From an optimization exercise on the open Yosys and OpenROAD flow, aimed at small area and a short achievable clock period; shortcuts taken in it are not production practice. RTL that was checked went through simulation tests only; none was proved equivalent to the original. The RTL of runs 4 and 5 was laid out without a check of its function.

## flow/design.v (module list and top-level ports; edited modules follow where they fit)
// module HarmonicMean: 74 lines
// module hm_divrow: 640 lines
// module hm_mul16lo: 418 lines
// module hm_sum4: 15 lines
module HarmonicMean (
    input wire clk,
    input wire reset,
    input wire [15:0] data1,
    input wire [15:0] data2,
    input wire [15:0] data3,
    input wire [15:0] data4,
    input wire data_valid1,
    input wire data_valid2,
    input wire data_valid3,
    input wire data_valid4,
    output wire [15:0] harmonic_mean,
    output reg data_ready
);
  // ...
==> flow/flow/run.sh <==
#!/bin/bash
# Standard synthesis, then full-adder polarity clean-up on its netlist, then the
# standard layout from that netlist. Each tool's output goes to its own log here.
set -euo pipefail
R=orfs/results/$FLOW_PLATFORM/HarmonicMean/base
bash standard.sh synth > synth.log 2>&1
cp $R/1_2_yosys.v 1_2_yosys.standard.v
python3 flow/fapol.py 1_2_yosys.standard.v $R/1_2_yosys.v > fapol.log 2>&1
bash standard.sh finish SETUP_SLACK_MARGIN=28 "BUFFER_PORTS_ARGS=-buffer_cell sky130_fd_sc_hd__buf_2" > layout.log 2>&1
==> flow/flow/fapol.py <==
#!/usr/bin/env python3
"""Flips the polarity of full-adder cells in a Yosys netlist to remove inverters.

A full adder is self-dual: fa(~a, ~b, ~c) = (~cout, ~sum). Flipping one takes the
complements of its inputs (reusing inverters already there) and complements its
outputs (absorbing the inverters on them). A flip is kept when it lowers the
inverter count. usage: fapol.py in.v out.v
"""
import re, sys
from collections import defaultdict

src = open(sys.argv[1]).read()
mod_m = re.search(r'^module\s+(\w+)\s*\((.*?)\);', src, re.S | re.M)
body_start = mod_m.end()
end_idx = src.rindex('endmodule')
body = src[body_start:end_idx]

inst_re = re.compile(r'^\s*(sky130_fd_sc_hd__\w+)\s+(\S+)\s*\((.*?)\);', re.S | re.M)
pin_re = re.compile(r'\.(\w+)\(([^()]*)\)')
insts = {}
order = []
for m in inst_re.finditer(body):
    typ, name, pins = m.group(1), m.group(2), m.group(3)
    insts[name] = {'type': typ, 'pins': {p: n.strip() for p, n in pin_re.findall(pins)}}
    order.append(name)
other = inst_re.sub('', body)  # declarations and assigns
assert 'assign' not in other or True
ports_out = set()
for m in re.finditer(r'^\s*output\s+(\[\d+:\d+\]\s+)?(\S+)\s*;', body, re.M):
    rng, nm = m.group(1), m.group(2)
    if rng:
        a, b = map(int, re.findall(r'\d+', rng))
        for i in range(min(a, b), max(a, b) + 1):
            ports_out.add(f'{nm}[{i}]')
    else:
        ports_out.add(nm)
assigns = re.findall(r'^\s*assign\s+(.*?)\s*=\s*(.*?);', other, re.M)
assign_nets = set()
for l, r in assigns:
    assign_nets.add(l.strip()); assign_nets.add(r.strip())

def is_inv(t): return re.fullmatch(r'sky130_fd_sc_hd__(clk)?inv_\d+', t) is not None
def is_fa(t): return re.fullmatch(r'sky130_fd_sc_hd__fa_\d+', t) is not None
OUTPINS = {'X', 'Y', 'Q', 'Q_N', 'COUT', 'SUM', 'HI', 'LO'}

def norm(n):
    return n.replace(' ', '')

def maps():
    drv, loads = {}, defaultdict(list)
    for nm, ins in insts.items():
        for p, n in ins['pins'].items():
            if not n: continue
            k = norm(n)
            if p in OUTPINS: drv[k] = (nm, p)
            else: loads[k].append((nm, p))
    return drv, loads

cnt = [0]
newwires = []
def fresh():
    cnt[0] += 1
    w = f'fapol_n{cnt[0]}'
    newwires.append(w)
    return w
def new_inv(a, y):
    cnt[0] += 1
    nm = f'fapol_i{cnt[0]}'
    insts[nm] = {'type': 'sky130_fd_sc_hd__inv_1', 'pins': {'A': a, 'Y': y}}
    return nm

def protected(n):
    return norm(n) in ports_out or norm(n) in assign_nets

def delta(f, drv, loads):
    ins = insts[f]['pins']
    d = 0
    seen = set()
    for p in ('A', 'B', 'CIN'):
        n = norm(ins[p])
        if n in seen: continue
        seen.add(n)
        dv = drv.get(n)
        if dv and is_inv(insts[dv[0]]['type']):
            ld = loads[n]
            if all(x[0] == f for x in ld) and not protected(n): d -= 1
        elif any(is_inv(insts[x[0]]['type']) for x in loads[n]):
            pass
        else:
            d += 1
    for p in ('SUM', 'COUT'):
        n = norm(ins.get(p, ''))
        if not n: continue
        ld = loads[n]
        k = [x for x in ld if is_inv(insts[x[0]]['type'])]
        rest = [x for x in ld if not is_inv(insts[x[0]]['type'])]
        d -= len([x for x in k if not protected(insts[x[0]]['pins']['Y'])])
        if rest or protected(n): d += 1
    return d

def flip(f, drv, loads):
    ins = insts[f]['pins']
    comp = {}
    for p in ('A', 'B', 'CIN'):
        n = norm(ins[p])
        if n in comp:
            ins[p] = comp[n]; continue
        dv = drv.get(n)
        if dv and is_inv(insts[dv[0]]['type']):
            c = insts[dv[0]]['pins']['A']
        else:
            invs = [x for x in loads[n] if is_inv(insts[x[0]]['type'])]
            if invs:
                c = insts[invs[0][0]]['pins']['Y']
            else:
                c = fresh(); new_inv(ins[p], c)
        comp[n] = c
        ins[p] = c
    for p in ('SUM', 'COUT'):
        n = ins.get(p, '')
        if not n or not n.strip(): continue
        nn = fresh()
        ins[p] = nn
        new_inv(nn, n)

def cleanup():
    changed = True
    while changed:
        changed = False
        drv, loads = maps()
        for nm in list(insts):
            ins = insts.get(nm)
            if ins is None or not is_inv(ins['type']): continue
            y = norm(ins['pins']['Y'])
            if not loads[y] and not protected(y):
                del insts[nm]; changed = True; continue
            a = norm(ins['pins']['A'])
            dv = drv.get(a)
            if dv and is_inv(insts[dv[0]]['type']) and not protected(y):
                m = insts[dv[0]]['pins']['A']
                for (ln, lp) in loads[y]:
                    insts[ln]['pins'][lp] = m
                del insts[nm]; changed = True
        if changed: continue
        # merge inverters on the same input
        byin = defaultdict(list)
        for nm, ins in insts.items():
            if is_inv(ins['type']): byin[norm(ins['pins']['A'])].append(nm)
        for a, lst in byin.items():
            if len(lst) < 2: continue
            keep = lst[0]
            ky = insts[keep]['pins']['Y']
            for nm in lst[1:]:
                y = norm(insts[nm]['pins']['Y'])
                if protected(y): continue
                for (ln, lp) in loads[y]:
                    insts[ln]['pins'][lp] = ky
                del insts[nm]; changed = True
            if changed: break

def ninv():
    return sum(1 for i in insts.values() if is_inv(i['type']))

cleanup()
before = ninv()
it = 0
while True:
    drv, loads = maps()
    best, bd = None, 0
    for nm, ins in insts.items():
        if is_fa(ins['type']):
            d = delta(nm, drv, loads)
            if d < bd: best, bd = nm, d
    if best is None: break
    flip(best, drv, loads)
    cleanup()
    it += 1
after = ninv()
print(f'fapol: {it} flips, inverters {before} -> {after}', file=sys.stderr)

# write out
def fmt(n):
    n = n.strip()
    return n + ' ' if n.startswith('\\') else n
used = set()
for ins in insts.values():
    for n in ins['pins'].values(): used.add(norm(n))
lines = []
decl = other
wires = ''.join(f'  wire {w};\n' for w in newwires if w in used)
out = src[:body_start] + decl.rstrip('\n') + '\n' + wires
for nm, ins in insts.items():
    pins = ',\n'.join(f'    .{p}({fmt(n)})' for p, n in ins['pins'].items())
    out += f'  {ins["type"]} {nm} (\n{pins}\n  );\n'
out += 'endmodule\n' + src[end_idx + len('endmodule'):].lstrip('\n')
open(sys.argv[2], 'w').write(out)
==> flow/standard.sh <==
#!/bin/bash
# synth_recipe.tcl (not shown) runs the flow's synth.tcl, then flattens the netlist and writes it again
# the make line also repeats each setting of config.mk as NAME=value (left out here)
make -C /OpenROAD-flow-scripts/flow DESIGN_CONFIG=/design/flow/config.mk WORK_HOME=/design/flow/orfs CLKGATE_MAP_FILE= SYNTH_SCRIPT=/design/flow/synth_recipe.tcl "${@:-finish}"
==> flow/config.mk <==
export PLATFORM = sky130hd
export DESIGN_NAME = HarmonicMean
export DESIGN_NICKNAME = HarmonicMean
export VERILOG_FILES = /design/flow/design.v
export SDC_FILE = /design/flow/constraint.sdc
export NUM_CORES = 4
export LEC_CHECK = 0
export ABC_AREA = 1
export CAP_MARGIN = 20
export CORE_MARGIN = 2
export CORE_UTILIZATION = 40
export SLEW_MARGIN = 20
==> flow/constraint.sdc <==
create_clock -name core_clock -period 56.0 [get_ports {clk}]
set_input_delay 11.2000 -clock core_clock [delete_from_list [all_inputs] [get_ports {clk}]]
set_output_delay 11.2000 -clock core_clock [all_outputs]
set_load 0.01 [all_outputs]
==> metrics.md, run 1 <==
| Metric | Value |
|---|---|
| Global Route Usage Sum | `0.226` |
| Least-Margin Pin Slew | `about 1.1 ns` |
| ANT nets after route | `0` |
| I/O pin count | `87` |
| Status | `complete, no violations` |
| Reg area | `around 900 um^2` |
| Met3 WL | `around 2.9 mm` |
| GP Congestion | `just under 0.9` |
| CP Capture Type | `output port` |
| Fillers | `5185` |
| Final instance area | `approximately 21000 um^2` |
| H-tree depth | `2` |
| DR vias/cell | `5.30` |
| Regs by FF count | `den_q: 16 flops, rem_q: 16 flops, qhi_q: 3 flops` |
| Rel. slew slack | `0.277` |
| Commonest non-fill, non-tap cell in the layout | `nand2_1` |
| Post-detailed-route wirelength per cell | `between 15 and 20 um` |
| Overflow after GRT | `0` |
| Tapcell count | `672` |
| Area of placed instances | `between 20000 and 25000 um^2` |
| Sequential share of cell area | `0.0433` |
| Max-Cap Viols | `0` |
| Multi-input gate count | `about 2400` |
| Chip height | `around 230 um` |
| Total wire length | `approximately 60 mm` |
| Non-clock buffers | `107` |
| Crit-path max cell delay | `around 0.97 ns` |
| Number of diodes | `1` |
| Layout Area Growth over Synthesis | `3.49%` |
| Critical-path top delay cell | `dfstp_2` |
| Port Buf Inserts | `86` |
| Hold Vio Cnt, Final | `0` |
| Hold Path Depth | `2` |
| Sink Count | `36` |
| Synth Cell Area | `between 20000 and 25000 um^2` |
| Commonest cells after routing, fill and taps aside | `nand2_1 (934), nand3_1 (329), fa_1 (315)` |
==> run 2: changes to the inputs <==
--- a/flow/flow/run.sh
+++ b/flow/flow/run.sh
@@ -6,4 +6,4 @@
 bash standard.sh synth > synth.log 2>&1
 cp $R/1_2_yosys.v 1_2_yosys.standard.v
 python3 flow/fapol.py 1_2_yosys.standard.v $R/1_2_yosys.v > fapol.log 2>&1
-bash standard.sh finish SETUP_SLACK_MARGIN=28 "BUFFER_PORTS_ARGS=-buffer_cell sky130_fd_sc_hd__buf_2" > layout.log 2>&1
+bash standard.sh finish SETUP_SLACK_MARGIN=31 "BUFFER_PORTS_ARGS=-buffer_cell sky130_fd_sc_hd__buf_2" > layout.log 2>&1
==> run 2 against run 1 <==
Compared with the run above:
- critical endpoint unchanged
- global-route usage increased by 0.085 points
- sequential cell count unchanged
- cell count grew 2.6%
- non-clock buffer count increased by 82
- still clean on timing, DRC and antenna
==> metrics.md, run 2 <==
| Metric | Value |
|---|---|
| Status | `complete, no violations (unchanged)` |
| HPWL after DPL | `47.1 mm (unchanged)` |
| Period utilization | `0.433 (was 0.462)` |
| Tmin final | `24.26 ns (was 25.86 ns)` |
| GP Congestion | `0.879 (unchanged)` |
| Post-detailed-route wirelength per cell | `16.8 um (was 16.5 um)` |
| Data arrival, critical path | `13.06 ns (was 14.66 ns)` |
| Critical Path RT | `44.80 ns (about the same)` |
| Cts hold-fix bufs | `0 (unchanged)` |
| Sink Count | `36 (unchanged)` |
| Metal-1 WL | `25.8 mm (was 24.9 mm)` |
| Worst setup margin | `31.74 ns (was 30.14 ns)` |
| DIE AREA | `52200 um^2 (unchanged)` |
| Unrepaired setup endpoints after global routing | `false (unchanged)` |
| Share of layout cells above drive strength 1 | `0.188 (was 0.129)` |
| Die X | `228 um (unchanged)` |
| Met3 WL | `3.41 mm (was 2.86 mm)` |
| Final setup violation count | `0 (unchanged)` |
| ANT nets after route | `0 (unchanged)` |
| CP Capture Type | `output port (unchanged)` |
| Setup CP Type | `reg -> out (unchanged)` |
| Max-Cap Viols | `0 (unchanged)` |
| Via Count | `19471 (was 18907)` |
| Core ar. | `50000 um^2 (unchanged)` |
| Layout Area Growth over Synthesis | `10.9% (was 3.49%)` |
| Starting DRT DRC Count | `1254 (was 1298)` |
| I/O pin count | `87 (unchanged)` |
| Clock latency (worst-skew pair) | `0.27 ns (about the same)` |
| Commonest cells after routing, fill and taps aside | `nand2_1 (910), fa_1 (315), inv_1 (305), nand3_1 (305), nor2_1 (188) (was nand2_1 (934), nand3_1 (329), fa_1 (315))` |
| Final instance area | `22300 um^2 (was 20800 um^2)` |
| Syn Area/Cell | `6.94 um^2 (unchanged)` |
| Port Buf Inserts | `86 (unchanged)` |
| Vias in the first global route | `19227 (was 19194)` |
| CTS tree | `yes (unchanged)` |
| Total wire length | `61.6 mm (was 58.9 mm)` |
| Drt drc | `0 (unchanged)` |
| Max Freq | `41.2 MHz (was 38.7 MHz)` |
| Min-Delay Path Class | `reg -> reg (unchanged)` |
| Syn nets | `3307 (unchanged)` |
| Top layer in use | `met4 (unchanged)` |
| CP delay by family, top | `simple AND/OR/NAND/NOR gates (unchanged)` |
| Synth Cell Area | `20100 um^2 (unchanged)` |
| DR vias/cell | `5.32 (was 5.30)` |
| Chip height | `228 um (unchanged)` |
| Maximum clock path buffer count | `2 (unchanged)` |
| H-tree depth | `2 (unchanged)` |
| CP bufs+invs | `14 (was 12)` |
| First-pass DRT Iterations | `6 (was 7)` |
| Final nets | `3394 (was 3299)` |
| Min-delay src | `qhi_q[15] (unchanged)` |
| WHS | `0.512 ns (was 0.504 ns)` |
| Rel. slew slack | `0.486 (was 0.277)` |
| Synth warnings | `1 (unchanged)` |
| Largest net degree at the start of global routing | `41 (unchanged)` |
| Least-Margin Pin Slew | `0.768 ns (was 1.08 ns)` |
| Cell Rows | `82 (unchanged)` |
| Pre-CTS WS | `30.57 ns (unchanged)` |
| Reg2reg start | `den_q[5] (unchanged)` |
| Global Route Usage Sum | `0.227 (was 0.226)` |
| Worst setup SP type | `flop (unchanged)` |
| Hold Vio Cnt, Final | `0 (unchanged)` |
| Clock Skew | `0 ns (unchanged)` |
| Initial antenna violation count | `0 (unchanged)` |
| Starting density of the core | `0.403 (unchanged)` |
| Crit-path max cell delay | `0.38 ns (was 0.97 ns)` |
| Number of diodes | `0 (was 1)` |
| Area of placed instances | `20700 um^2 (unchanged)` |
| Met2 WL | `30.9 mm (was 29.5 mm)` |
| Critical-path top delay cell | `dfrtp_1 (was dfstp_2)` |
| Overflow after GRT | `0 (unchanged)` |
| Regs by FF count | `den_q: 16 flops, rem_q: 16 flops, qhi_q: 3 flops (unchanged)` |
| Max Transition Viols Final | `0 (unchanged)` |
| Root buffer cell | `clkbuf_16 (unchanged)` |
| CP Max Fanout | `15 (was 32)` |
| CP Launch Point | `den_q[10] (was den_q[0])` |
| Clock slew at reported path FFs | `0.06 ns (about the same)` |
| CTS Buf Count | `5 (unchanged)` |
| Post-Syn Instances | `2900 (unchanged)` |
| Top cell by count, worst path | `nand2_1 (was nand2_2)` |
| First-pass GRT wire length | `96.9 mm (was 96.6 mm)` |
| Commonest non-fill, non-tap cell in the layout | `nand2_1 (unchanged)` |
| Setup TNS | `0 ns (unchanged)` |
[run 2: final timing paths]
check	end	slack, ns	depth (start not counted)
max	harmonic_mean[0]	31.74	108
max in group asynchronous	den_q[1]	44.58	3
min	qhi_q[15]	0.51	2
min in group asynchronous	rem_q[7]	11.03	3
max reg2reg	den_q[5]	54.61	4
min reg2reg	qhi_q[15]	0.51	2
[run 2: final cells by class]
class | count | area (um^2)
timing repair inverter | 2 | 17.5
clock inverter | 1 | 30.0
multi-input combinational | 2381 | 17600
timing repair buffer | 189 | 1270
clock buffer | 7 | 153
inverter | 372 | 1530
fill | 5099 | 27600
sequential | 36 | 918
tap | 672 | 841
[run 2: worst min-delay path: cells and delay by family (launching register included)]
family,cells,cell delay [ns]
AOI/OAI and AO/OA,1,0.06
and+or+nand+nor,1,0.06
DFF,1,0.36
[run 2: timing repair]
action | CTS | global route
cloned | 1 | 12
gates resized for setup | 16 | 185
endpoints found under the setup margin | 2 | 2
pin swaps | 0 | 57
setup buffers | 3 | 79
[run 2: metrics by stage]
stage                     utilization  std cells
final                           0.447       3660
after detailed placement        0.413       3557
after floorplan                     -       2900
after global placement          0.413       3557
after global routing            0.447       3660
after CTS                       0.419       3569
[run 2: per-layer routing]
| layer | GRT usage | vias to the layer above |
|---|---|---|
| met4 | 0.0682 | 0 |
| met2 | 0.416 | 641 |
| li1 | - | 9219 |
| met1 | 0.284 | 9496 |
| met3 | 0.0176 | 115 |
| met5 | 0 | - |
==> run 3: changes to the inputs <==
--- a/flow/flow/run.sh
+++ b/flow/flow/run.sh
@@ -6,4 +6,4 @@
 bash standard.sh synth > synth.log 2>&1
 cp $R/1_2_yosys.v 1_2_yosys.standard.v
 python3 flow/fapol.py 1_2_yosys.standard.v $R/1_2_yosys.v > fapol.log 2>&1
-bash standard.sh finish SETUP_SLACK_MARGIN=31 "BUFFER_PORTS_ARGS=-buffer_cell sky130_fd_sc_hd__buf_2" > layout.log 2>&1
+bash standard.sh finish SETUP_SLACK_MARGIN=30 "BUFFER_PORTS_ARGS=-buffer_cell sky130_fd_sc_hd__buf_2" > layout.log 2>&1
==> run 3 against run 2 <==
Compared with the run above:
- non-clock buffer count is 72 lower
- critical path depth increased by 6
- die area stayed put
- worst setup slack lost 0.33 ns
- synthesized cell count unchanged
- clock skew unchanged
- maximum frequency fell by 1.4%
- worst hold slack about the same
- register-to-register slack improved by 0.04 ns
- global-route usage decreased by 0.085 points
- critical endpoint unchanged
==> metrics.md, run 3 <==
| Metric | Value |
|---|---|
| Status | `complete, no violations (unchanged)` |
| Cell Rows | `82 (unchanged)` |
| R2r setup slk | `54.65 ns (was 54.61 ns)` |
| Post-detailed-route wirelength per cell | `16.6 um (was 16.8 um)` |
| Critical-path top delay cell | `nor3b_4 (was dfrtp_1)` |
| HPWL after DPL | `47.1 mm (unchanged)` |
| Area of placed instances | `20700 um^2 (unchanged)` |
| H-tree depth | `2 (unchanged)` |
| DR vias/cell | `5.31 (was 5.32)` |
| Syn nets | `3307 (unchanged)` |
| Data arrival, critical path | `13.39 ns (was 13.06 ns)` |
| Commonest non-fill, non-tap cell in the layout | `nand2_1 (unchanged)` |
| CTS tree | `yes (unchanged)` |
| Top cell by count, worst path | `nand2_1 (unchanged)` |
| Initial antenna violation count | `0 (unchanged)` |
| Die X | `228 um (unchanged)` |
| Chip height | `228 um (unchanged)` |
| Layout Area Growth over Synthesis | `4.83% (was 10.9%)` |
| Starting density of the core | `0.403 (unchanged)` |
| CP bufs+invs | `10 (was 14)` |
| DIE AREA | `52200 um^2 (unchanged)` |
| First-pass GRT wire length | `96.6 mm (was 96.9 mm)` |
| Clock latency (worst-skew pair) | `0.27 ns (about the same)` |
| Final instance area | `21100 um^2 (was 22300 um^2)` |
| Total wire length | `59.5 mm (was 61.6 mm)` |
| Synth warnings | `1 (unchanged)` |
| Regs by FF count | `den_q: 16 flops, rem_q: 16 flops, qhi_q: 3 flops (unchanged)` |
| Critical Path RT | `44.80 ns (about the same)` |
| Met3 WL | `3.07 mm (was 3.41 mm)` |
| Maximum clock path buffer count | `2 (unchanged)` |
| Share of layout cells above drive strength 1 | `0.138 (was 0.188)` |
| Drt drc | `0 (unchanged)` |
| Starting DRT DRC Count | `1225 (was 1254)` |
| Vias in the first global route | `19194 (was 19227)` |
| Overflow after GRT | `0 (unchanged)` |
| Cts hold-fix bufs | `0 (unchanged)` |
| Crit-path max cell delay | `0.42 ns (was 0.38 ns)` |
| Commonest cells after routing, fill and taps aside | `nand2_1 (932), nand3_1 (327), fa_1 (315) (was nand2_1 (910), fa_1 (315), inv_1 (305), nand3_1 (305), nor2_1 (188))` |
| First-pass DRT Iterations | `6 (unchanged)` |
| Unrepaired setup endpoints after global routing | `false (unchanged)` |
| Clock slew at reported path FFs | `0.06 ns (about the same)` |
| Max Transition Viols Final | `0 (unchanged)` |
| Core ar. | `50000 um^2 (unchanged)` |
| Worst setup SP type | `flop (unchanged)` |
| Max Freq | `40.7 MHz (was 41.2 MHz)` |
| Hold Vio Cnt, Final | `0 (unchanged)` |
| Max-Cap Viols | `0 (unchanged)` |
| Period utilization | `0.439 (was 0.433)` |
| Fillers | `5166 (was 5099)` |
| Tmin final | `24.59 ns (was 24.26 ns)` |
| GP Congestion | `0.879 (unchanged)` |
| Setup CP Type | `reg -> out (unchanged)` |
| Met2 WL | `29.8 mm (was 30.9 mm)` |
| Via Count | `19017 (was 19471)` |
| Root buffer cell | `clkbuf_16 (unchanged)` |
| Syn Area/Cell | `6.94 um^2 (unchanged)` |
| Global Route Usage Sum | `0.226 (was 0.227)` |
| I/O pin count | `87 (unchanged)` |
| ANT nets after route | `0 (unchanged)` |
| Sink Count | `36 (unchanged)` |
| Metal-1 WL | `25.0 mm (was 25.8 mm)` |
| Top layer in use | `met4 (unchanged)` |
| Final setup violation count | `0 (unchanged)` |
| Rel. slew slack | `0.404 (was 0.486)` |
| Setup TNS | `0 ns (unchanged)` |
| CTS Buf Count | `5 (unchanged)` |
| Synth Cell Area | `20100 um^2 (unchanged)` |
| Final nets | `3311 (was 3394)` |
| Post-Syn Instances | `2900 (unchanged)` |
| Clock Skew | `0 ns (unchanged)` |
| CP Max Fanout | `23 (was 15)` |
| Port Buf Inserts | `86 (unchanged)` |
| CP Capture Type | `output port (unchanged)` |
| Min-Delay Path Class | `reg -> reg (unchanged)` |
| Largest net degree at the start of global routing | `41 (unchanged)` |
| Least-Margin Pin Slew | `0.889 ns (was 0.768 ns)` |
| CP delay by family, top | `simple AND/OR/NAND/NOR gates (unchanged)` |
[run 3: repair_timing]
| action | CTS | global route |
|---|---|---|
| setup endpoints to repair | 0 | 2 |
| setup buffers | 0 | 10 |
| gates resized for setup | 0 | 51 |
[run 3: layout make-up]
cell class                      instances  area (um^2)  area share
Antenna cell                            1         2.50    0.000119
Tap cell                              672          841      0.0398
Clock inverter                          1         30.0     0.00142
Multi-Input combinational cell       2372        17000       0.806
Clock buffer                            7          153     0.00723
Timing Repair Buffer                  117          677      0.0321
Inverter                              372         1490      0.0704
Sequential cell                        36          913      0.0433
[run 3: path summary, 6_finish.rpt]
kind / start / to / cells past startpoint
worst max-delay path: den_q[10] / harmonic_mean[0] / 114
worst min-delay path: qhi_q[15] / qhi_q[15] / 2
worst max register to register: den_q[5] / den_q[5] / 4
worst min register to register: qhi_q[15] / qhi_q[15] / 2
max in group asynchronous: reset / den_q[1] / 3
min in group asynchronous: reset / rem_q[7] / 3
[run 3: through the flow]
step | utilization | cells | worst slack, ns | hold WS (ns)
5_1_grt | 0.422 | 3577 | 29.96 | 0.538
6_report | 0.422 | 3578 | 31.41 | 0.512
4_1_cts | 0.417 | 3565 | 30.23 | 0.509
3_5_place_dp | 0.413 | 3557 | 30.57 | 0.494
3_3_place_gp | 0.413 | 3557 | 30.81 | 0.474
2_1_floorplan | - | 2900 | 33.74 | 0.468
[run 3: layer usage]
layer / up-vias / global-route usage
li1: 9040 / -
met1: 9248 / 0.282
met2: 619 / 0.414
met3: 110 / 0.0178
met4: 0 / 0.0684
met5: - / 0
[run 3: tightest hold or removal path: cells and delay by family, from the launching register on]
| family | cells | cell delay [ns] |
|---|---|---|
| AOI/OAI and AO/OA | 1 | 0.06 |
| and+or+nand+nor | 1 | 0.06 |
| DFF | 1 | 0.36 |
==> module HarmonicMean, before the edit <==
module HarmonicMean (
    input wire clk,
    input wire reset,
    input wire [15:0] data1,
    input wire [15:0] data2,
    input wire [15:0] data3,
    input wire [15:0] data4,
    input wire data_valid1,
    input wire data_valid2,
    input wire data_valid3,
    input wire data_valid4,
    output wire [15:0] harmonic_mean,
    output reg data_ready
);
wire [15:0] p12, p34, hm_num, hm_den;
hm_mul16lo u_m12 (.a(data1), .b(data2), .p(p12));
hm_mul16lo u_m34 (.a(data3), .b(data4), .p(p34));
hm_mul16lo u_mn (.a(p12), .b(p34), .p(hm_num));
hm_sum4 u_sum (.a(data1), .b(data2), .c(data3), .d(data4), .s(hm_den));
wire all_valid = data_valid1 & data_valid2 & data_valid3 & data_valid4;
wire [15:13] qa;
wire [15:0] a_r15;
hm_divrow #(.I(15)) u_a_row15 (.r(hm_num), .d(hm_den), .q(qa[15]), .rn(a_r15));
wire [15:0] a_r14;
hm_divrow #(.I(14)) u_a_row14 (.r(a_r15), .d(hm_den), .q(qa[14]), .rn(a_r14));
wire [15:0] a_r13;
hm_divrow #(.I(13)) u_a_row13 (.r(a_r14), .d(hm_den), .q(qa[13]), .rn(a_r13));
reg [15:0] rem_q;
reg [15:0] den_q;
reg [15:13] qhi_q;
always @(posedge clk or posedge reset) begin
    if (reset) begin
        rem_q <= 16'd0;
        den_q <= 16'd1;
        qhi_q <= 0;
        data_ready <= 1'b0;
    end else begin
        if (all_valid) begin
            rem_q <= a_r13;
            den_q <= hm_den;
            qhi_q <= qa;
        end
        data_ready <= all_valid;
    end
end
wire [12:0] qb;
wire [15:0] b_r12;
hm_divrow #(.I(12)) u_b_row12 (.r(rem_q), .d(den_q), .q(qb[12]), .rn(b_r12));
wire [15:0] b_r11;
hm_divrow #(.I(11)) u_b_row11 (.r(b_r12), .d(den_q), .q(qb[11]), .rn(b_r11));
wire [15:0] b_r10;
hm_divrow #(.I(10)) u_b_row10 (.r(b_r11), .d(den_q), .q(qb[10]), .rn(b_r10));
wire [15:0] b_r9;
hm_divrow #(.I(9)) u_b_row9 (.r(b_r10), .d(den_q), .q(qb[9]), .rn(b_r9));
wire [15:0] b_r8;
hm_divrow #(.I(8)) u_b_row8 (.r(b_r9), .d(den_q), .q(qb[8]), .rn(b_r8));
wire [15:0] b_r7;
hm_divrow #(.I(7)) u_b_row7 (.r(b_r8), .d(den_q), .q(qb[7]), .rn(b_r7));
wire [15:0] b_r6;
hm_divrow #(.I(6)) u_b_row6 (.r(b_r7), .d(den_q), .q(qb[6]), .rn(b_r6));
wire [15:0] b_r5;
hm_divrow #(.I(5)) u_b_row5 (.r(b_r6), .d(den_q), .q(qb[5]), .rn(b_r5));
wire [15:0] b_r4;
hm_divrow #(.I(4)) u_b_row4 (.r(b_r5), .d(den_q), .q(qb[4]), .rn(b_r4));
wire [15:0] b_r3;
hm_divrow #(.I(3)) u_b_row3 (.r(b_r4), .d(den_q), .q(qb[3]), .rn(b_r3));
wire [15:0] b_r2;
hm_divrow #(.I(2)) u_b_row2 (.r(b_r3), .d(den_q), .q(qb[2]), .rn(b_r2));
wire [15:0] b_r1;
hm_divrow #(.I(1)) u_b_row1 (.r(b_r2), .d(den_q), .q(qb[1]), .rn(b_r1));
wire [15:0] b_r0;
hm_divrow #(.I(0)) u_b_row0 (.r(b_r1), .d(den_q), .q(qb[0]), .rn(b_r0));
assign harmonic_mean = {qhi_q, qb};
endmodule
==> run 4: changes to the inputs <==
--- a/flow/design.v
+++ b/flow/design.v
@@ -18,16 +18,14 @@
 hm_mul16lo u_mn (.a(p12), .b(p34), .p(hm_num));
 hm_sum4 u_sum (.a(data1), .b(data2), .c(data3), .d(data4), .s(hm_den));
 wire all_valid = data_valid1 & data_valid2 & data_valid3 & data_valid4;
-wire [15:13] qa;
+wire [15:14] qa;
 wire [15:0] a_r15;
 hm_divrow #(.I(15)) u_a_row15 (.r(hm_num), .d(hm_den), .q(qa[15]), .rn(a_r15));
 wire [15:0] a_r14;
 hm_divrow #(.I(14)) u_a_row14 (.r(a_r15), .d(hm_den), .q(qa[14]), .rn(a_r14));
-wire [15:0] a_r13;
-hm_divrow #(.I(13)) u_a_row13 (.r(a_r14), .d(hm_den), .q(qa[13]), .rn(a_r13));
 reg [15:0] rem_q;
 reg [15:0] den_q;
-reg [15:13] qhi_q;
+reg [15:14] qhi_q;
 always @(posedge clk or posedge reset) begin
     if (reset) begin
         rem_q <= 16'd0;
@@ -36,16 +34,18 @@
         data_ready <= 1'b0;
     end else begin
         if (all_valid) begin
-            rem_q <= a_r13;
+            rem_q <= a_r14;
             den_q <= hm_den;
             qhi_q <= qa;
         end
         data_ready <= all_valid;
     end
 end
-wire [12:0] qb;
+wire [13:0] qb;
+wire [15:0] b_r13;
+hm_divrow #(.I(13)) u_b_row13 (.r(rem_q), .d(den_q), .q(qb[13]), .rn(b_r13));
 wire [15:0] b_r12;
-hm_divrow #(.I(12)) u_b_row12 (.r(rem_q), .d(den_q), .q(qb[12]), .rn(b_r12));
+hm_divrow #(.I(12)) u_b_row12 (.r(b_r13), .d(den_q), .q(qb[12]), .rn(b_r12));
 wire [15:0] b_r11;
 hm_divrow #(.I(11)) u_b_row11 (.r(b_r12), .d(den_q), .q(qb[11]), .rn(b_r11));
 wire [15:0] b_r10;
==> run 4 against run 3 <==
Compared with the run above:
- still clean
- cell count is 0.14% lower
- cell area grew 1.7%
- die area down 1.9%
- global-route usage is 0.64 points higher
- synthesized cell count decreased by 1.3%
- area after synthesis shrank 1.9%
- highest routed layer is now met5
==> metrics.md, run 4 <==
| Metric | Value |
|---|---|
| Overflow after GRT | `0 (unchanged)` |
| Worst Hold End | `qhi_q[15] (unchanged)` |
| Die X | `226 um (was 228 um)` |
| Min-Delay Path Class | `reg -> reg (unchanged)` |
| GP Congestion | `0.921 (was 0.879)` |
| Starting DRT DRC Count | `1319 (was 1225)` |
| Post-detailed-route wirelength per cell | `16.7 um (was 16.6 um)` |
| Hold Vio Cnt, Final | `0 (unchanged)` |
| First-pass GRT wire length | `95.6 mm (was 96.6 mm)` |
| Synth Cell Area | `19800 um^2 (was 20100 um^2)` |
| Global Route Usage Sum | `0.232 (was 0.226)` |
| DR vias/cell | `5.32 (was 5.31)` |
| Post-Syn Instances | `2862 (was 2900)` |
| Clock slew at reported path FFs | `0.06 ns (about the same)` |
| Cts hold-fix bufs | `0 (unchanged)` |
| Core ar. | `48800 um^2 (was 50000 um^2)` |
| Critical Path RT | `44.80 ns (about the same)` |
| ANT nets after route | `0 (unchanged)` |
| Status | `complete, no violations (unchanged)` |
| Largest net degree at the start of global routing | `40 (was 41)` |
| Critical-path top delay cell | `dfrtp_2 (was nor3b_4)` |
| Total wire length | `59.7 mm (was 59.5 mm)` |
| Worst setup SP type | `flop (unchanged)` |
| Unrepaired setup endpoints after global routing | `false (unchanged)` |
| Reg2reg start | `den_q[9] (was den_q[5])` |
| Sink Count | `35 (was 36)` |
| First-pass DRT Iterations | `5 (was 6)` |
| Clock latency (worst-skew pair) | `0.29 ns (was 0.27 ns)` |
| Setup TNS | `0 ns (unchanged)` |
| I/O pin count | `87 (unchanged)` |
| Share of layout cells above drive strength 1 | `0.155 (was 0.138)` |
| Commonest non-fill, non-tap cell in the layout | `nand2_1 (unchanged)` |
| Period utilization | `0.446 (was 0.439)` |
| Commonest cells after routing, fill and taps aside | `nand2_1 (919), inv_1 (316), fa_1 (315) (was nand2_1 (932), nand3_1 (327), fa_1 (315))` |
| Maximum clock path buffer count | `2 (unchanged)` |
| Max Transition Viols Final | `0 (unchanged)` |
| Vias in the first global route | `18966 (was 19194)` |
| DIE AREA | `51200 um^2 (was 52200 um^2)` |
| HPWL after DPL | `45.9 mm (was 47.1 mm)` |
| Tmin final | `24.99 ns (was 24.59 ns)` |
| R2r setup slk | `54.46 ns (was 54.65 ns)` |
| Min-delay src | `qhi_q[15] (unchanged)` |
| CTS Buf Count | `5 (unchanged)` |
| Starting density of the core | `0.404 (was 0.403)` |
| Setup CP Type | `reg -> out (unchanged)` |
| Data arrival, critical path | `13.79 ns (was 13.39 ns)` |
| Synth warnings | `1 (unchanged)` |
| Via Count | `18993 (was 19017)` |
| Number of diodes | `0 (was 1)` |
| CP Capture Type | `output port (unchanged)` |
| Max Freq | `40.0 MHz (was 40.7 MHz)` |
| Rel. slew slack | `0.362 (was 0.404)` |
| Top cell by count, worst path | `nand2_1 (unchanged)` |
| Chip height | `226 um (was 228 um)` |
| Final setup violation count | `0 (unchanged)` |
| Final nets | `3315 (was 3311)` |
| CP Max Fanout | `9 (was 23)` |
| Non-Filler Instances | `3573 (was 3578)` |
| CTS tree | `yes (unchanged)` |
| R2r worst-path depth | `3 (was 4)` |
| Initial antenna violation count | `2 (was 0)` |
| Cell Rows | `81 (was 82)` |
| Cells after DPL | `3511 (was 3557)` |
| Worst R2R End | `den_q[9] (was den_q[5])` |
| Syn nets | `3269 (was 3307)` |
| Root buffer cell | `clkbuf_16 (unchanged)` |
| Crit-path max cell delay | `0.46 ns (was 0.42 ns)` |
| Least-Margin Pin Slew | `0.954 ns (was 0.889 ns)` |
| Clock Skew | `0 ns (unchanged)` |
| Fillers | `5058 (was 5166)` |
| Regs by FF count | `den_q: 16 flops, rem_q: 16 flops, qhi_q: 2 flops (was den_q: 16 flops, rem_q: 16 flops, qhi_q: 3 flops)` |
| H-tree depth | `2 (unchanged)` |
| Max-Cap Viols | `0 (unchanged)` |
| Port Buf Inserts | `86 (unchanged)` |
| Hold Path Depth | `2 (unchanged)` |
| Drt drc | `0 (unchanged)` |
| Syn Area/Cell | `6.90 um^2 (was 6.94 um^2)` |
| Layout Area Growth over Synthesis | `8.72% (was 4.83%)` |
-- run 4: worst max-delay path by stage --
stage	startpoint	endpoint	slack (ns)	cells past startpoint
6_report	den_q[15]	harmonic_mean[0]	31.01	110
5_1_grt	den_q[15]	harmonic_mean[0]	29.85	115
4_1_cts	den_q[15]	harmonic_mean[0]	30.02	111
3_5_place_dp	den_q[15]	harmonic_mean[0]	29.91	101
3_3_place_gp	den_q[15]	harmonic_mean[0]	30.30	95
2_1_floorplan	den_q[12]	harmonic_mean[0]	33.76	124
-- run 4: repair_timing --
item / CTS / global route
cloned: 0 / 9
buffers inserted: 0 / 45
pin swaps: 0 / 54
setup endpoints to repair: 1 / 2
resized for setup: 3 / 130
-- run 4: layout make-up --
type / count / area (um^2) / share of cell area
repair buffers: 151 / 942 / 0.0439
clock inverters: 3 / 47.5 / 0.00221
multi-input cells: 2351 / 17200 / 0.803
clock buffers: 5 / 125 / 0.00583
flip-flops and latches: 35 / 885 / 0.0412
inverters: 364 / 1410 / 0.0655
well taps: 664 / 831 / 0.0387
-- run 4: per-layer routing --
layer	GRT usage	routed length [um]	vias to the layer above
met5	0	8	-
met4	0.0669	1430	2
met3	0.0185	3200	106
met2	0.418	30000	641
met1	0.297	25100	9237
li1	-	-	9007
-- run 4: critical path: cells and delay by family, from the launching register on --
kind	cells	cell delay (ns)
buffers and inverters	9	0.95
xor gates and xnor gates	2	0.44
AOI/OAI and AO/OA	8	1.77
DFF	1	0.46
and+or+nand+nor	91	9.89
-- run 4: through the flow --
step	worst slack, ns	cell area (um^2)	hold WS (ns)	utilization
2_1_floorplan	33.76	19800	0.481	-
3_3_place_gp	30.30	20300	0.491	0.415
3_5_place_dp	29.91	20300	0.501	0.415
4_1_cts	30.02	20500	0.516	0.419
5_1_grt	29.85	21500	0.587	0.440
6_report	31.01	21500	0.506	0.440
==> run 5: changes to the inputs <==
--- a/flow/design.v
+++ b/flow/design.v
@@ -18,14 +18,18 @@
 hm_mul16lo u_mn (.a(p12), .b(p34), .p(hm_num));
 hm_sum4 u_sum (.a(data1), .b(data2), .c(data3), .d(data4), .s(hm_den));
 wire all_valid = data_valid1 & data_valid2 & data_valid3 & data_valid4;
-wire [15:14] qa;
+wire [15:12] qa;
 wire [15:0] a_r15;
 hm_divrow #(.I(15)) u_a_row15 (.r(hm_num), .d(hm_den), .q(qa[15]), .rn(a_r15));
 wire [15:0] a_r14;
 hm_divrow #(.I(14)) u_a_row14 (.r(a_r15), .d(hm_den), .q(qa[14]), .rn(a_r14));
+wire [15:0] a_r13;
+hm_divrow #(.I(13)) u_a_row13 (.r(a_r14), .d(hm_den), .q(qa[13]), .rn(a_r13));
+wire [15:0] a_r12;
+hm_divrow #(.I(12)) u_a_row12 (.r(a_r13), .d(hm_den), .q(qa[12]), .rn(a_r12));
 reg [15:0] rem_q;
 reg [15:0] den_q;
-reg [15:14] qhi_q;
+reg [15:12] qhi_q;
 always @(posedge clk or posedge reset) begin
     if (reset) begin
         rem_q <= 16'd0;
@@ -34,20 +38,16 @@
         data_ready <= 1'b0;
     end else begin
         if (all_valid) begin
-            rem_q <= a_r14;
+            rem_q <= a_r12;
             den_q <= hm_den;
             qhi_q <= qa;
         end
         data_ready <= all_valid;
     end
 end
-wire [13:0] qb;
-wire [15:0] b_r13;
-hm_divrow #(.I(13)) u_b_row13 (.r(rem_q), .d(den_q), .q(qb[13]), .rn(b_r13));
-wire [15:0] b_r12;
-hm_divrow #(.I(12)) u_b_row12 (.r(b_r13), .d(den_q), .q(qb[12]), .rn(b_r12));
+wire [11:0] qb;
 wire [15:0] b_r11;
-hm_divrow #(.I(11)) u_b_row11 (.r(b_r12), .d(den_q), .q(qb[11]), .rn(b_r11));
+hm_divrow #(.I(11)) u_b_row11 (.r(rem_q), .d(den_q), .q(qb[11]), .rn(b_r11));
 wire [15:0] b_r10;
 hm_divrow #(.I(10)) u_b_row10 (.r(b_r11), .d(den_q), .q(qb[10]), .rn(b_r10));
 wire [15:0] b_r9;
==> flow/flow/run.sh (replaced) <==
#!/bin/bash
# Synthesis: the standard script (synth_recipe.tcl's steps) with one change,
# ABC's mapping script (flow/abc_map.script). Then full-adder polarity clean-up
# on its netlist, then the standard layout from that netlist, with timing repair
# aimed past the required slack. Each tool's output goes to its own log here.
set -euo pipefail
R=orfs/results/$FLOW_PLATFORM/HarmonicMean/base
export MY_ABC_SCRIPT=$PWD/flow/abc_map.script
bash standard.sh synth SYNTH_SCRIPT=$PWD/flow/synth.tcl > synth.log 2>&1
cp $R/1_2_yosys.v 1_2_yosys.synth.v
python3 flow/fapol.py 1_2_yosys.synth.v $R/1_2_yosys.v > fapol.log 2>&1
bash standard.sh finish SETUP_SLACK_MARGIN=30 "BUFFER_PORTS_ARGS=-buffer_cell sky130_fd_sc_hd__buf_2" > layout.log 2>&1
==> flow/flow/abc_map.script (new file) <==
strash
dch
map -a
topo
stime -c
buffer -c
upsize -c
dnsize -c
==> flow/flow/synth.tcl (new file) <==
proc synth {args} { yosys synth -nofsm -noshare {*}$args }
proc abc {args} {
  set i [lsearch -exact $args -script]
  if {$i >= 0 && [info exists ::env(MY_ABC_SCRIPT)] && $::env(MY_ABC_SCRIPT) ne ""} {
    lset args [expr {$i + 1}] $::env(MY_ABC_SCRIPT)
  }
  yosys abc {*}$args
}
source $::env(SCRIPTS_DIR)/synth.tcl
# left out here: clear keep_hierarchy, flatten, clean up, hide names made inside functions, write 1_2_yosys.v
==> run 5 against run 4 <==
Compared with the run above:
- non-clock buffer count is 98 higher
- via count down 20%
- worst setup slack worse by 3.2 ns
- highest routed layer is now met4
- global-route usage decreased by 0.13 points
- largest cell class unchanged
- first-iteration DRC count decreased by 34%
- cell count shrank 18%
- clock-buffer cell count is 1 higher
- critical path depth increased by 16
- die area fell by 12%
==> metrics.md, run 5 <==
| Metric | Value |
|---|---|
| Rel. slew slack | `0.473 (was 0.362)` |
| Commonest non-fill, non-tap cell in the layout | `nor2_1 (was nand2_1)` |
| CTS Buf Count | `5 (unchanged)` |
| Tmin final | `28.17 ns (was 24.99 ns)` |
| Fillers | `4047 (was 5058)` |
| CP delay by family, top | `compound AO/OA/AOI/OAI gates (was simple AND/OR/NAND/NOR gates)` |
| DIE AREA | `45000 um^2 (was 51200 um^2)` |
| Clock slew at reported path FFs | `0.06 ns (about the same)` |
| Port Buf Inserts | `86 (unchanged)` |
| Synth warnings | `1 (unchanged)` |
| Critical-path top delay cell | `dfrtp_1 (was dfrtp_2)` |
| Global Route Usage Sum | `0.231 (was 0.232)` |
| DR vias/cell | `5.20 (was 5.32)` |
| Overflow after GRT | `0 (unchanged)` |
| Starting DRT DRC Count | `864 (was 1319)` |
| Min-Delay Path Class | `reg -> reg (unchanged)` |
| Setup TNS | `0 ns (unchanged)` |
| Largest net degree at the start of global routing | `69 (was 40)` |
| Post-detailed-route wirelength per cell | `17.8 um (was 16.7 um)` |
| Max-Cap Viols | `0 (unchanged)` |
| Root buffer cell | `clkbuf_16 (unchanged)` |
| Data arrival, critical path | `16.97 ns (was 13.79 ns)` |
| Drt drc | `0 (unchanged)` |
| Critical Path RT | `44.80 ns (about the same)` |
| Sink Count | `37 (was 35)` |
| Total wire length | `52.3 mm (was 59.7 mm)` |
| Final nets | `2758 (was 3315)` |
| Status | `complete, no violations (unchanged)` |
| Share of layout cells above drive strength 1 | `0.260 (was 0.155)` |
| Non-Filler Instances | `2937 (was 3573)` |
| HPWL after DPL | `39.3 mm (was 45.9 mm)` |
| Post-Syn Instances | `2179 (was 2862)` |
| Regs by FF count | `den_q: 16 flops, rem_q: 16 flops, qhi_q: 4 flops (was den_q: 16 flops, rem_q: 16 flops, qhi_q: 2 flops)` |
| Chip height | `212 um (was 226 um)` |
| Crit-path max cell delay | `0.54 ns (was 0.46 ns)` |
| I/O pin count | `87 (unchanged)` |
| Vias in the first global route | `15935 (was 18966)` |
| First-pass GRT wire length | `81.8 mm (was 95.6 mm)` |
| First-pass DRT Iterations | `5 (unchanged)` |
| Commonest cells after routing, fill and taps aside | `nor2_1 (471), fa_1 (315), nand2_1 (281) (was nand2_1 (919), inv_1 (316), fa_1 (315))` |
| CP Capture Type | `output port (unchanged)` |
| Maximum clock path buffer count | `2 (unchanged)` |
| Die X | `212 um (was 226 um)` |
| Max Transition Viols Final | `0 (unchanged)` |
| Syn nets | `2586 (was 3269)` |
| Core ar. | `42900 um^2 (was 48800 um^2)` |
| Hold Vio Cnt, Final | `0 (unchanged)` |
| CTS tree | `yes (unchanged)` |
| Worst setup SP type | `flop (unchanged)` |
| Clock Skew | `0 ns (unchanged)` |
| Via Count | `15258 (was 18993)` |
| Setup CP Type | `reg -> out (unchanged)` |
| Clock latency (worst-skew pair) | `0.28 ns (was 0.29 ns)` |
| Initial antenna violation count | `0 (was 2)` |
| CP bufs+invs | `30 (was 9)` |
| Starting density of the core | `0.404 (about the same)` |
| GP Congestion | `0.916 (was 0.921)` |
| Layout Area Growth over Synthesis | `18.7% (was 8.72%)` |
| Final setup violation count | `0 (unchanged)` |
| Max Freq | `35.5 MHz (was 40.0 MHz)` |
| H-tree depth | `2 (unchanged)` |
| Cells after DPL | `2776 (was 3511)` |
| Period utilization | `0.503 (was 0.446)` |
| WHS | `0.504 ns (was 0.506 ns)` |
| CP Max Fanout | `7 (was 9)` |
| Cell Rows | `76 (was 81)` |
| Syn Area/Cell | `7.96 um^2 (was 6.90 um^2)` |
| Top cell by count, worst path | `nand2_2 (was nand2_1)` |
| Number of diodes | `0 (unchanged)` |
| Least-Margin Pin Slew | `0.784 ns (was 0.954 ns)` |
| ANT nets after route | `0 (unchanged)` |
| Unrepaired setup endpoints after global routing | `true (was false)` |
| Synth Cell Area | `17300 um^2 (was 19800 um^2)` |
-- run 5: worst paths after layout --
| path | from | end | slack [ns] | cells past startpoint |
|---|---|---|---|---|
| worst min-delay path | rem_q[0] | rem_q[0] | 0.50 | 2 |
| max in group asynchronous | reset | den_q[1] | 44.56 | 3 |
| worst min register to register | rem_q[0] | rem_q[0] | 0.50 | 2 |
| worst max register to register | den_q[9] | den_q[9] | 54.42 | 2 |
| worst max-delay path | den_q[13] | harmonic_mean[0] | 27.83 | 126 |
| min in group asynchronous | reset | den_q[6] | 11.03 | 3 |
-- run 5: cell type report --
cell class,instances,area (um^2),share of cell area
sequential,37,945,0.0459
multi-input combinational,1780,15800,0.769
timing repair inverter,2,13.8,0.000669
timing repair buffer,249,1740,0.0845
inverter,276,1140,0.0553
clock inverter,2,37.5,0.00182
clock buffer,6,139,0.00675
tap,585,732,0.0356
-- run 5: tightest hold or removal path: stages (launching register included) --
cell and delay [ns]:
dfrtp_1 0.35, nand2_1 0.06, o31ai_1 0.06
-- run 5: repair_timing --
action,CTS,global route
resized for setup,114,148
hold buffers,0,0
pin swaps,51,115
cloned,2,2
endpoints found under the hold margin,0,0
endpoints found under the setup margin,3,3
setup buffers,78,71
-- run 5: routing by layer --
metal  wire length, um  track usage
met3              3010       0.0229
met2             26300        0.410
met5                 0            0
met1             21100        0.294
met4              1920       0.0797
-- run 5: metrics by stage --
stage,setup slack (ns),util,area (um^2)
2_1_floorplan,29.76,-,17300
3_3_place_gp,26.38,0.417,17900
3_5_place_dp,25.67,0.417,17900
4_1_cts,27.81,0.450,19300
5_1_grt,26.72,0.480,20600
6_report,27.83,0.480,20600

port drivers added, routing unchanged:
The flow's constraints put no driver on any port. The routed layouts listed below were extracted and timed again, unchanged, in two steps.
Step 1, drivers: a clkbuf_16 drives clk and a buf_2 each remaining input, both assumed.
Step 2 also shifts input and output timing later by t, the mid clock arrival at the registers, as if the neighbouring blocks saw the same clock.
Three values: ideal, step 1, step 2; two values: the first two.
run	t, ns	setup slack, ns	hold WS [ns]	worst setup path after step 2
run 1	0.320	30.144 / 30.098 / 30.418	0.504 / 0.504 / 0.504	register to output
run 2	0.320	31.740 / 31.694 / 32.014	0.512 / 0.512 / 0.512	register to output
run 3	0.321	31.408 / 31.361 / 31.682	0.512 / 0.512 / 0.512	register to output
run 4	0.331	31.012 / 30.968 / 31.298	0.506 / 0.506 / 0.506	register to output
run 5	0.323	27.827 / 27.785 / 28.108	0.504 / 0.504 / 0.504	register to output
After both steps every run listed still meets setup and hold.
